Source: an optimization exercise on an open RTL-to-GDS flow (aim: small area, a short achievable clock period and few clock cycles per item). Production flows keep margins and buffers that such runs may drop.
At most, simulation tests tie the RTL to the original design; equivalence was not proved.
Power figures rest on the tool's default switching activity, not on a simulated workload.

==> run a <==
Design fir_wrapper, start of the top module:
module fir_wrapper (
    input           wb_clk_i,
    input           wb_rst_i,
    input           wbs_stb_i,
    input           wbs_cyc_i,
    input           wbs_we_i,
    input   [3:0]   wbs_sel_i,
    input  [31:0]   wbs_dat_i,
    input  [31:0]   wbs_adr_i,
    output          wbs_ack_o,
    output [31:0]   wbs_dat_o
);
export LEC_CHECK = 0
export CAP_MARGIN = 20
export CORE_MARGIN = 2
export CORE_UTILIZATION = 50
export SLEW_MARGIN = 20
export SYNTH_HIERARCHICAL = 1
export SYNTH_MINIMUM_KEEP_SIZE = 0
export SETUP_SLACK_MARGIN = 6.5
create_clock -name core_clock -period 10.0 [get_ports {wb_clk_i}]
standard.sh (not shown) runs the stock make flow with config.mk's settings and CLKGATE_MAP_FILE= SYNTH_SCRIPT=/design/flow/synth_recipe.tcl, a recipe that flattens the netlist after the stock synthesis.
==> flow/flow/run.sh <==
#!/bin/bash
set -e
cp standard.sh standard.sh.log
cp config.mk config.mk.orig.log
echo "export SETUP_SLACK_MARGIN = 6.5" >> config.mk
bash standard.sh > standard.log 2>&1
==> run b: changes against run a <==
--- a/flow/design.v
+++ b/flow/design.v
@@ -44,13 +44,13 @@
       ack_r <= 1'b0; init_r <= 1'b1; act <= 1'b0;
       ph <= 2'd0; icnt <= 4'd0;
     end else begin
       ph <= ph + 2'd1;
       ack_r <= req & ~ack_r & ~init_r & a_go;
       if (p3) begin
-        act  <= init_r | (req & ~ack_r & a_x);
+        act  <= init_r | take;
         if (init_r) icnt <= icnt + 4'd1;
         if (icnt == 4'd12) init_r <= 1'b0;
       end
     end
   end
   reg [3:0] mask_r;
@@ -64,23 +64,23 @@
   assign kj[0] = (wbs_adr_i[5:2] == 4'd0) | (wbs_adr_i[5:2] == 4'd3) | (wbs_adr_i[5:2] == 4'd6) | (wbs_adr_i[5:2] == 4'd9);
   assign kj[1] = (wbs_adr_i[5:2] == 4'd1) | (wbs_adr_i[5:2] == 4'd4) | (wbs_adr_i[5:2] == 4'd7) | (wbs_adr_i[5:2] == 4'd10);
   assign kj[2] = (wbs_adr_i[5:2] == 4'd2) | (wbs_adr_i[5:2] == 4'd5) | (wbs_adr_i[5:2] == 4'd8);
   reg [2:0] hw;
   always @(posedge wb_clk_i)
     hw <= {3{req & ~ack_r & ~init_r & a_h & h_ok}} & kj;
-  wire take = p3 & ~init_r & req & ~ack_r & a_x;
+  wire take = p3 & req & a_x;
   wire hold = ~p3;
   wire [32:0] xe = {wbs_dat_i, 1'b0};
   reg [15:0] bone, btwo, bneg;
   integer d;
   always @(posedge wb_clk_i)
     if (!hold)
       for (d = 0; d < 16; d = d + 1) begin
         bone[d] <= take & (xe[2*d+1] ^ xe[2*d]);
         btwo[d] <= take & ((xe[2*d+2] & ~xe[2*d+1] & ~xe[2*d]) | (~xe[2*d+2] & xe[2*d+1] & xe[2*d]));
-        bneg[d] <= take & xe[2*d+2];
+        bneg[d] <= xe[2*d+2];    
       end
   reg [31:0] H0_0, S0_0;
   reg [31:0] H0_1, S0_1;
   reg [31:0] H0_2, S0_2;
   reg [31:0] H0_3, S0_3;
   reg [31:0] H1_0, S1_0;
==> flow/flow/run.sh (replaced) <==
#!/bin/bash
set -e
cp standard.sh standard.sh.log
cp config.mk config.mk.orig.log
echo "export SETUP_SLACK_MARGIN = 6.55" >> config.mk
bash standard.sh > standard.log 2>&1
==> flow/config.mk (replaced) <==
export PLATFORM = sky130hd
export DESIGN_NAME = fir_wrapper
export DESIGN_NICKNAME = fir_wrapper
export VERILOG_FILES = /design/flow/design.v
export SDC_FILE = /design/flow/constraint.sdc
export NUM_CORES = 4
export LEC_CHECK = 0
export CAP_MARGIN = 20
export CORE_MARGIN = 2
export CORE_UTILIZATION = 65
export CTS_CLUSTER_SIZE = 30
export SLEW_MARGIN = 20
export SYNTH_HIERARCHICAL = 1
export SYNTH_MINIMUM_KEEP_SIZE = 0
export SETUP_SLACK_MARGIN = 6.55
==> comparison <==
In clock power, run b and run a hardly differ.
Of run b and run a, run b has the higher worst hold slack (gap 0.017 ns).
Of run b and run a, run a has the higher critical path depth (gap 3).
Via count is about the same in run b and run a.
Between run a and run b, the lower clock skew is in run b (gap 0.030 ns).
Of run b and run a, run a has the higher die area (gap 23%, measured against run a).
Against run b, the non-clock buffer count of run a is lower by 23.
In run a the combinational power is lower than in run b, by 54%.
==> figures <==
Source of the worst register-to-register timing path: run a bneg[1]$_DFFE_PN_; run b bone[1]$_DFFE_PN_
Run status: run a no timing/DRC/antenna violations; run b no timing/DRC/antenna violations
Seq/total area: run a 31.0%; run b 31.1%
Critical Path End Type: run a flip-flop; run b output pin
FF-to-FF End: run a pr2[16]$_DFF_P_; run b pr1[54]$_DFF_P_
Post-layout instance area: run a 0.0651 mm^2; run b 0.0648 mm^2
Number of tapcells: run a 1512; run b 1165
Chip Height: run a 344 um; run b 301 um
Power per standard cell area: run a 209 mW/mm^2; run b 289 mW/mm^2
Worst slew slack as a fraction of its limit: run a 24.1%; run b 30.0%
Power drawn by the combinational cells: run a 4070 uW; run b 8760 uW
Total power: run a 13600 uW; run b 18700 uW
Footprint of the multi-input gates: run a 0.0359 mm^2; run b 0.0361 mm^2
Data required time of the critical path: run a 10.56 ns; run b 8.00 ns
Crit path arrival time: run a 4.18 ns; run b 1.54 ns
Worst Hold Slack: run a 0.293 ns; run b 0.310 ns
Placed wire-length estimate: run a 117000 um; run b 113000 um
FP Rows: run a 124; run b 109
Testbench counts of run a, summed over its fixed seeds: cycles 5,120, items 1,280.
Testbench counts of run b, summed over its fixed seeds: cycles 5,120, items 1,280.

========
==> inputs of v9 <==
Another version of the RTL of fir_wrapper (not shown whole).
Settings: LEC_CHECK=0, CAP_MARGIN=20, CORE_MARGIN=2, CORE_UTILIZATION=70, CTS_CLUSTER_SIZE=30, SLEW_MARGIN=20, SYNTH_HIERARCHICAL=1, SYNTH_MINIMUM_KEEP_SIZE=0, SETUP_SLACK_MARGIN=6.5; clock period 10.0 ns.
==> flow/flow/run.sh <==
#!/bin/bash
set -e
cp standard.sh standard.sh.log
cp config.mk config.mk.orig.log
echo "export SETUP_SLACK_MARGIN = 6.5" >> config.mk
bash standard.sh > standard.log 2>&1
==> v36: changes against v9 <==
--- a/flow/design.v
+++ b/flow/design.v
@@ -24,55 +24,53 @@
   reg  [1:0] ph;
   reg  [3:0] icnt;
   assign wbs_ack_o = ack_r;
   wire p0 = (ph == 2'd0);
   wire p1 = (ph == 2'd1);
   wire p3 = (ph == 2'd3);
   wire a_x   =  wbs_we_i &  wbs_adr_i[7];                   
-  reg        pend_r, ctl_r, st_r, h_r;
-  reg  [3:0] kt_r;    
-  reg  [2:0] kj_r;    
-  wire [3:0] ka = wbs_adr_i[5:2];
-  always @(posedge wb_clk_i) begin
-    ctl_r <=  wbs_we_i & ~wbs_adr_i[7] & ~wbs_adr_i[6];      
-    st_r  <= ~wbs_we_i & ~wbs_adr_i[7];                      
-    h_r   <=  wbs_we_i & ~wbs_adr_i[7] &  wbs_adr_i[6];      
-    kt_r  <= {ka >= 4'd9, (ka >= 4'd6) & (ka <= 4'd8), (ka >= 4'd3) & (ka <= 4'd5), ka <= 4'd2};
-    kj_r  <= {(ka == 4'd2) | (ka == 4'd5) | (ka == 4'd8),
-              (ka == 4'd1) | (ka == 4'd4) | (ka == 4'd7) | (ka == 4'd10),
-              (ka == 4'd0) | (ka == 4'd3) | (ka == 4'd6) | (ka == 4'd9)};
-  end
-  wire h_ok  = (kt_r[0] & p3) | (kt_r[1] & p0) | (kt_r[2] & p1) | (kt_r[3] & (ph == 2'd2));
-  wire a_go  = (wbs_adr_i[7] & (wbs_we_i ? p3 : p1))
-             | (pend_r & ((ctl_r & p1) | st_r | (h_r & h_ok)));
+  wire a_y   = ~wbs_we_i &  wbs_adr_i[7];                   
+  wire a_ctl =  wbs_we_i & ~wbs_adr_i[7] & ~wbs_adr_i[6];   
+  wire a_st  = ~wbs_we_i & ~wbs_adr_i[7];                   
+  wire a_h   =  wbs_we_i & ~wbs_adr_i[7] &  wbs_adr_i[6];   
+  wire [3:0] kt;    
+  assign kt[0] = (wbs_adr_i[5:2] <= 4'd2);
+  assign kt[1] = (wbs_adr_i[5:2] >= 4'd3) & (wbs_adr_i[5:2] <= 4'd5);
+  assign kt[2] = (wbs_adr_i[5:2] >= 4'd6) & (wbs_adr_i[5:2] <= 4'd8);
+  assign kt[3] = (wbs_adr_i[5:2] >= 4'd9);
+  wire h_ok  = (kt[0] & p3) | (kt[1] & p0) | (kt[2] & p1) | (kt[3] & (ph == 2'd2));
+  wire a_go  = (a_x & p3) | ((a_y | a_ctl) & p1) | a_st | (a_h & h_ok);
   always @(posedge wb_clk_i or posedge wb_rst_i) begin
     if (wb_rst_i) begin
-      ack_r <= 1'b0; init_r <= 1'b1; act <= 1'b0; pend_r <= 1'b0;
+      ack_r <= 1'b0; init_r <= 1'b1; act <= 1'b0;
       ph <= 2'd0; icnt <= 4'd0;
     end else begin
       ph <= ph + 2'd1;
       ack_r <= req & ~ack_r & ~init_r & a_go;
-      pend_r <= req & ~ack_r;
       if (p3) begin
         act  <= init_r | take;
         if (init_r) icnt <= icnt + 4'd1;
         if (icnt == 4'd12) init_r <= 1'b0;
       end
     end
   end
   reg [3:0] mask_r;
   always @(posedge wb_clk_i) begin
     mask_r[0] <= wbs_adr_i[7];
     mask_r[1] <= wbs_adr_i[2];
     mask_r[2] <= wbs_adr_i[7] & wbs_adr_i[2];
     mask_r[3] <= wbs_adr_i[7] | wbs_adr_i[2];
   end
+  wire [2:0] kj;    
+  assign kj[0] = (wbs_adr_i[5:2] == 4'd0) | (wbs_adr_i[5:2] == 4'd3) | (wbs_adr_i[5:2] == 4'd6) | (wbs_adr_i[5:2] == 4'd9);
+  assign kj[1] = (wbs_adr_i[5:2] == 4'd1) | (wbs_adr_i[5:2] == 4'd4) | (wbs_adr_i[5:2] == 4'd7) | (wbs_adr_i[5:2] == 4'd10);
+  assign kj[2] = (wbs_adr_i[5:2] == 4'd2) | (wbs_adr_i[5:2] == 4'd5) | (wbs_adr_i[5:2] == 4'd8);
   reg [2:0] hw;
   always @(posedge wb_clk_i)
-    hw <= {3{req & ~ack_r & ~init_r & pend_r & h_r & h_ok}} & kj_r;
+    hw <= {3{req & ~ack_r & ~init_r & a_h & h_ok}} & kj;
   wire take = p3 & req & a_x;
   wire hold = ~p3;
   wire [32:0] xe = {wbs_dat_i, 1'b0};
   reg [15:0] bone, btwo, bneg;
   integer d;
   always @(posedge wb_clk_i)
     if (!hold)
- CORE_UTILIZATION: 70 -> 60
==> v20: changes against v9 <==
--- a/flow/design.v
+++ b/flow/design.v
@@ -24,80 +24,73 @@
   reg  [1:0] ph;
   reg  [3:0] icnt;
   assign wbs_ack_o = ack_r;
   wire p0 = (ph == 2'd0);
   wire p1 = (ph == 2'd1);
   wire p3 = (ph == 2'd3);
   wire a_x   =  wbs_we_i &  wbs_adr_i[7];                   
-  reg        pend_r, ctl_r, st_r, h_r;
-  reg  [3:0] kt_r;    
-  reg  [2:0] kj_r;    
-  wire [3:0] ka = wbs_adr_i[5:2];
-  always @(posedge wb_clk_i) begin
-    ctl_r <=  wbs_we_i & ~wbs_adr_i[7] & ~wbs_adr_i[6];      
-    st_r  <= ~wbs_we_i & ~wbs_adr_i[7];                      
-    h_r   <=  wbs_we_i & ~wbs_adr_i[7] &  wbs_adr_i[6];      
-    kt_r  <= {ka >= 4'd9, (ka >= 4'd6) & (ka <= 4'd8), (ka >= 4'd3) & (ka <= 4'd5), ka <= 4'd2};
-    kj_r  <= {(ka == 4'd2) | (ka == 4'd5) | (ka == 4'd8),
-              (ka == 4'd1) | (ka == 4'd4) | (ka == 4'd7) | (ka == 4'd10),
-              (ka == 4'd0) | (ka == 4'd3) | (ka == 4'd6) | (ka == 4'd9)};
-  end
-  wire h_ok  = (kt_r[0] & p3) | (kt_r[1] & p0) | (kt_r[2] & p1) | (kt_r[3] & (ph == 2'd2));
-  wire a_go  = (wbs_adr_i[7] & (wbs_we_i ? p3 : p1))
-             | (pend_r & ((ctl_r & p1) | st_r | (h_r & h_ok)));
+  wire a_y   = ~wbs_we_i &  wbs_adr_i[7];                   
+  wire a_ctl =  wbs_we_i & ~wbs_adr_i[7] & ~wbs_adr_i[6];   
+  wire a_st  = ~wbs_we_i & ~wbs_adr_i[7];                   
+  wire a_h   =  wbs_we_i & ~wbs_adr_i[7] &  wbs_adr_i[6];   
+  wire [3:0] kt;    
+  assign kt[0] = (wbs_adr_i[5:2] <= 4'd2);
+  assign kt[1] = (wbs_adr_i[5:2] >= 4'd3) & (wbs_adr_i[5:2] <= 4'd5);
+  assign kt[2] = (wbs_adr_i[5:2] >= 4'd6) & (wbs_adr_i[5:2] <= 4'd8);
+  assign kt[3] = (wbs_adr_i[5:2] >= 4'd9);
+  wire h_ok  = (kt[0] & p3) | (kt[1] & p0) | (kt[2] & p1) | (kt[3] & (ph == 2'd2));
+  wire a_go  = (a_x & p3) | ((a_y | a_ctl) & p1) | a_st | (a_h & h_ok);
   always @(posedge wb_clk_i or posedge wb_rst_i) begin
     if (wb_rst_i) begin
-      ack_r <= 1'b0; init_r <= 1'b1; act <= 1'b0; pend_r <= 1'b0;
+      ack_r <= 1'b0; init_r <= 1'b1; act <= 1'b0;
       ph <= 2'd0; icnt <= 4'd0;
     end else begin
       ph <= ph + 2'd1;
       ack_r <= req & ~ack_r & ~init_r & a_go;
-      pend_r <= req & ~ack_r;
       if (p3) begin
-        act  <= init_r | take;
+        act  <= init_r | (req & ~ack_r & a_x);
         if (init_r) icnt <= icnt + 4'd1;
         if (icnt == 4'd12) init_r <= 1'b0;
       end
     end
   end
-  reg [3:0] mask_r;
-  always @(posedge wb_clk_i) begin
-    mask_r[0] <= wbs_adr_i[7];
-    mask_r[1] <= wbs_adr_i[2];
-    mask_r[2] <= wbs_adr_i[7] & wbs_adr_i[2];
-    mask_r[3] <= wbs_adr_i[7] | wbs_adr_i[2];
-  end
+  reg mask_r;
+  always @(posedge wb_clk_i) mask_r <= wbs_adr_i[7];
+  wire [2:0] kj;    
+  assign kj[0] = (wbs_adr_i[5:2] == 4'd0) | (wbs_adr_i[5:2] == 4'd3) | (wbs_adr_i[5:2] == 4'd6) | (wbs_adr_i[5:2] == 4'd9);
+  assign kj[1] = (wbs_adr_i[5:2] == 4'd1) | (wbs_adr_i[5:2] == 4'd4) | (wbs_adr_i[5:2] == 4'd7) | (wbs_adr_i[5:2] == 4'd10);
+  assign kj[2] = (wbs_adr_i[5:2] == 4'd2) | (wbs_adr_i[5:2] == 4'd5) | (wbs_adr_i[5:2] == 4'd8);
   reg [2:0] hw;
   always @(posedge wb_clk_i)
-    hw <= {3{req & ~ack_r & ~init_r & pend_r & h_r & h_ok}} & kj_r;
-  wire take = p3 & req & a_x;
+    hw <= {3{req & ~ack_r & ~init_r & a_h & h_ok}} & kj;
+  wire take = p3 & ~init_r & req & ~ack_r & a_x;
   wire hold = ~p3;
   wire [32:0] xe = {wbs_dat_i, 1'b0};
   reg [15:0] bone, btwo, bneg;
   integer d;
   always @(posedge wb_clk_i)
     if (!hold)
       for (d = 0; d < 16; d = d + 1) begin
         bone[d] <= take & (xe[2*d+1] ^ xe[2*d]);
         btwo[d] <= take & ((xe[2*d+2] & ~xe[2*d+1] & ~xe[2*d]) | (~xe[2*d+2] & xe[2*d+1] & xe[2*d]));
-        bneg[d] <= xe[2*d+2];    
+        bneg[d] <= take & xe[2*d+2];
       end
   reg [31:0] H0_0, S0_0;
   reg [31:0] H0_1, S0_1;
   reg [31:0] H0_2, S0_2;
   reg [31:0] H0_3, S0_3;
   reg [31:0] H1_0, S1_0;
   reg [31:0] H1_1, S1_1;
   reg [31:0] H1_2, S1_2;
   reg [31:0] H1_3, S1_3;
   reg [31:0] H2_0, S2_0;
   reg [31:0] H2_1, S2_1;
   reg [31:0] H2_2, S2_2;
   reg [31:0] H2_3, S2_3;
-  assign wbs_dat_o = S0_0 & {{8{mask_r[3]}}, {8{mask_r[2]}}, {8{mask_r[1]}}, {8{mask_r[0]}}};
+  assign wbs_dat_o = S0_0 & {32{mask_r}};
   always @(posedge wb_clk_i) begin
     H0_0 <= H0_1;
     H0_1 <= H0_2;
     H0_2 <= H0_3;
     H0_3 <= hw[0] ? wbs_dat_i : H0_0;
   end
   always @(posedge wb_clk_i) begin
==> flow/flow/run.sh (replaced) <==
#!/bin/bash
set -e
cp standard.sh standard.sh.log
cp config.mk config.mk.orig.log
echo "export SETUP_SLACK_MARGIN = 6.3" >> config.mk
bash standard.sh > standard.log 2>&1
- CORE_UTILIZATION: 70 -> 50
- CTS_CLUSTER_SIZE: 30 -> not set
- SETUP_SLACK_MARGIN: 6.5 -> 6.3
==> v7: changes against v9 <==
--- a/flow/design.v
+++ b/flow/design.v
@@ -24,66 +24,64 @@
   reg  [1:0] ph;
   reg  [3:0] icnt;
   assign wbs_ack_o = ack_r;
   wire p0 = (ph == 2'd0);
   wire p1 = (ph == 2'd1);
   wire p3 = (ph == 2'd3);
   wire a_x   =  wbs_we_i &  wbs_adr_i[7];                   
-  reg        pend_r, ctl_r, st_r, h_r;
-  reg  [3:0] kt_r;    
-  reg  [2:0] kj_r;    
-  wire [3:0] ka = wbs_adr_i[5:2];
-  always @(posedge wb_clk_i) begin
-    ctl_r <=  wbs_we_i & ~wbs_adr_i[7] & ~wbs_adr_i[6];      
-    st_r  <= ~wbs_we_i & ~wbs_adr_i[7];                      
-    h_r   <=  wbs_we_i & ~wbs_adr_i[7] &  wbs_adr_i[6];      
-    kt_r  <= {ka >= 4'd9, (ka >= 4'd6) & (ka <= 4'd8), (ka >= 4'd3) & (ka <= 4'd5), ka <= 4'd2};
-    kj_r  <= {(ka == 4'd2) | (ka == 4'd5) | (ka == 4'd8),
-              (ka == 4'd1) | (ka == 4'd4) | (ka == 4'd7) | (ka == 4'd10),
-              (ka == 4'd0) | (ka == 4'd3) | (ka == 4'd6) | (ka == 4'd9)};
-  end
-  wire h_ok  = (kt_r[0] & p3) | (kt_r[1] & p0) | (kt_r[2] & p1) | (kt_r[3] & (ph == 2'd2));
-  wire a_go  = (wbs_adr_i[7] & (wbs_we_i ? p3 : p1))
-             | (pend_r & ((ctl_r & p1) | st_r | (h_r & h_ok)));
+  wire a_y   = ~wbs_we_i &  wbs_adr_i[7];                   
+  wire a_ctl =  wbs_we_i & ~wbs_adr_i[7] & ~wbs_adr_i[6];   
+  wire a_st  = ~wbs_we_i & ~wbs_adr_i[7];                   
+  wire a_h   =  wbs_we_i & ~wbs_adr_i[7] &  wbs_adr_i[6];   
+  wire [3:0] kt;    
+  assign kt[0] = (wbs_adr_i[5:2] <= 4'd2);
+  assign kt[1] = (wbs_adr_i[5:2] >= 4'd3) & (wbs_adr_i[5:2] <= 4'd5);
+  assign kt[2] = (wbs_adr_i[5:2] >= 4'd6) & (wbs_adr_i[5:2] <= 4'd8);
+  assign kt[3] = (wbs_adr_i[5:2] >= 4'd9);
+  wire h_ok  = (kt[0] & p3) | (kt[1] & p0) | (kt[2] & p1) | (kt[3] & (ph == 2'd2));
+  wire a_go  = (a_x & p3) | ((a_y | a_ctl) & p1) | a_st | (a_h & h_ok);
   always @(posedge wb_clk_i or posedge wb_rst_i) begin
     if (wb_rst_i) begin
-      ack_r <= 1'b0; init_r <= 1'b1; act <= 1'b0; pend_r <= 1'b0;
+      ack_r <= 1'b0; init_r <= 1'b1; act <= 1'b0;
       ph <= 2'd0; icnt <= 4'd0;
     end else begin
       ph <= ph + 2'd1;
       ack_r <= req & ~ack_r & ~init_r & a_go;
-      pend_r <= req & ~ack_r;
       if (p3) begin
-        act  <= init_r | take;
+        act  <= init_r | (req & ~ack_r & a_x);
         if (init_r) icnt <= icnt + 4'd1;
         if (icnt == 4'd12) init_r <= 1'b0;
       end
     end
   end
   reg [3:0] mask_r;
   always @(posedge wb_clk_i) begin
     mask_r[0] <= wbs_adr_i[7];
     mask_r[1] <= wbs_adr_i[2];
     mask_r[2] <= wbs_adr_i[7] & wbs_adr_i[2];
     mask_r[3] <= wbs_adr_i[7] | wbs_adr_i[2];
   end
+  wire [2:0] kj;    
+  assign kj[0] = (wbs_adr_i[5:2] == 4'd0) | (wbs_adr_i[5:2] == 4'd3) | (wbs_adr_i[5:2] == 4'd6) | (wbs_adr_i[5:2] == 4'd9);
+  assign kj[1] = (wbs_adr_i[5:2] == 4'd1) | (wbs_adr_i[5:2] == 4'd4) | (wbs_adr_i[5:2] == 4'd7) | (wbs_adr_i[5:2] == 4'd10);
+  assign kj[2] = (wbs_adr_i[5:2] == 4'd2) | (wbs_adr_i[5:2] == 4'd5) | (wbs_adr_i[5:2] == 4'd8);
   reg [2:0] hw;
   always @(posedge wb_clk_i)
-    hw <= {3{req & ~ack_r & ~init_r & pend_r & h_r & h_ok}} & kj_r;
-  wire take = p3 & req & a_x;
+    hw <= {3{req & ~ack_r & ~init_r & a_h & h_ok}} & kj;
+  wire take = p3 & ~init_r & req & ~ack_r & a_x;
   wire hold = ~p3;
   wire [32:0] xe = {wbs_dat_i, 1'b0};
   reg [15:0] bone, btwo, bneg;
   integer d;
   always @(posedge wb_clk_i)
     if (!hold)
       for (d = 0; d < 16; d = d + 1) begin
         bone[d] <= take & (xe[2*d+1] ^ xe[2*d]);
         btwo[d] <= take & ((xe[2*d+2] & ~xe[2*d+1] & ~xe[2*d]) | (~xe[2*d+2] & xe[2*d+1] & xe[2*d]));
-        bneg[d] <= xe[2*d+2];    
+        bneg[d] <= take & xe[2*d+2];
       end
   reg [31:0] H0_0, S0_0;
   reg [31:0] H0_1, S0_1;
   reg [31:0] H0_2, S0_2;
   reg [31:0] H0_3, S0_3;
   reg [31:0] H1_0, S1_0;
   reg [31:0] H1_1, S1_1;
- CORE_UTILIZATION: 70 -> 60
==> comparison table <==
| metric | v20 | v9 | v7 | v36 |
|---|---|---|---|---|
| Status | no timing/DRC/antenna violations | no timing/DRC/antenna violations | no timing/DRC/antenna violations | no timing/DRC/antenna violations |
| Vert. Die Dim | 343 um | 292 um | 314 um | 314 um |
| Power per unit of standard cell area | 210 nW/um2 | 288 nW/um2 | 210 nW/um2 | 293 nW/um2 |
| Total routing usage reported by global routing | 31.5% | 43.0% | 39.5% | 39.3% |
| Worst reg2reg path depth | 6 | 8 | 8 | 7 |
| Initial detailed-routing violation count | 4659 | 5919 | 5525 | 5576 |
| Clock Power Share | 29.6% | 21.9% | 29.2% | 21.8% |
| Max-slew headroom at the worst pin | 25.7% | 24.4% | 33.5% | 38.5% |
| Total sequential power | 0.00552 W | 0.00593 W | 0.00553 W | 0.00597 W |
| FILL cells | 9741 | 5181 | 7198 | 7144 |
| Peak VDD IR | 0.000183 V | 0.000392 V | 0.000219 V | 0.000299 V |
| TritonCTS sink count | 973 | 987 | 976 | 976 |
| Worst-path maximum fanout | 8 | 25 | 20 | 35 |
| N_taps | 1512 | 1070 | 1265 | 1265 |
| Final cell utilization of the core | 55.5% | 78.0% | 68.1% | 67.7% |
| Final non-filler cell area | 63400 um2 | 64200 um2 | 64900 um2 | 64300 um2 |
| Average cell area after synthesis | 11.8 um2 | 11.8 um2 | 11.7 um2 | 11.8 um2 |
| Adder-cell share of the synthesized area | 28.2% | 27.8% | 28.0% | 28.2% |
| Fraction of final layout cells with drive strength greater than 1 | 11.2% | 11.9% | 13.4% | 13.1% |
| Overall via count from detail_route | 39300 | 41800 | 41500 | 40700 |
| Multi-input comb cells | 3378 | 3419 | 3424 | 3371 |
| Relative area of non-clock buffer cells in the final design | 3.37% | 4.16% | 5.25% | 4.76% |
| Area used by sequential logic in the layout | 20000 um2 | 20400 um2 | 20200 um2 | 20200 um2 |
| Vias/cell | 6.23 | 7.03 | 6.72 | 6.68 |
| Worst-path clk slew | 0.06 ns | 0.06 ns | 0.07 ns | 0.07 ns |
| Maximum clock rate | 0.255 GHz | 0.282 GHz | 0.283 GHz | 0.285 GHz |
Testbench counts of v36, summed over its fixed seeds: cycles 5,120, items 1,280.
Testbench counts of v20, summed over its fixed seeds: cycles 5,120, items 1,280.
Testbench counts of v7, summed over its fixed seeds: cycles 5,120, items 1,280.
Only the layout flow was run in v9; the RTL was not checked for function there.

==> separate check: timing with driven ports <==
No port has a modelled driver above. Below, the same layouts with a new extraction and two added sets of constraints. Step 1: set_driving_cell puts a clkbuf_16 on wb_clk_i and a buf_2 on each other input, an assumption about the parent block. Step 2 also shifts input and output timing later by t, the mid clock arrival at the registers, as if the neighbouring blocks saw the same clock. Three values: no drivers, after step 1, after step 2; two values: the first two.
run | t (ns) | setup slack, ns | latest minus earliest clock arrival (ns) | worst register clock-pin slew, ns
run a | 0.786 | 6.383 / 6.334 / 5.878 | 0.058 / 0.058 | 0.07 / 0.07
run b | 0.779 | 6.459 / 6.385 / 6.030 | 0.028 / 0.028 | 0.07 / 0.07
v9 | 0.760 | 6.452 / 6.452 / 6.139 | 0.030 / 0.029 | 0.07 / 0.07
v36 | 0.774 | 6.493 / 6.456 / 5.921 | 0.025 / 0.025 | 0.07 / 0.07
v20 | 0.786 | 6.084 / 6.007 / 5.925 | 0.062 / 0.062 | 0.07 / 0.07
v7 | 0.790 | 6.465 / 6.439 / 5.831 | 0.030 / 0.030 | 0.07 / 0.07
After both steps setup and hold are still met in every run listed. For v7, which loses most, drivers alone change the setup slack by -0.026 ns; drivers and shift together by -0.634 ns.
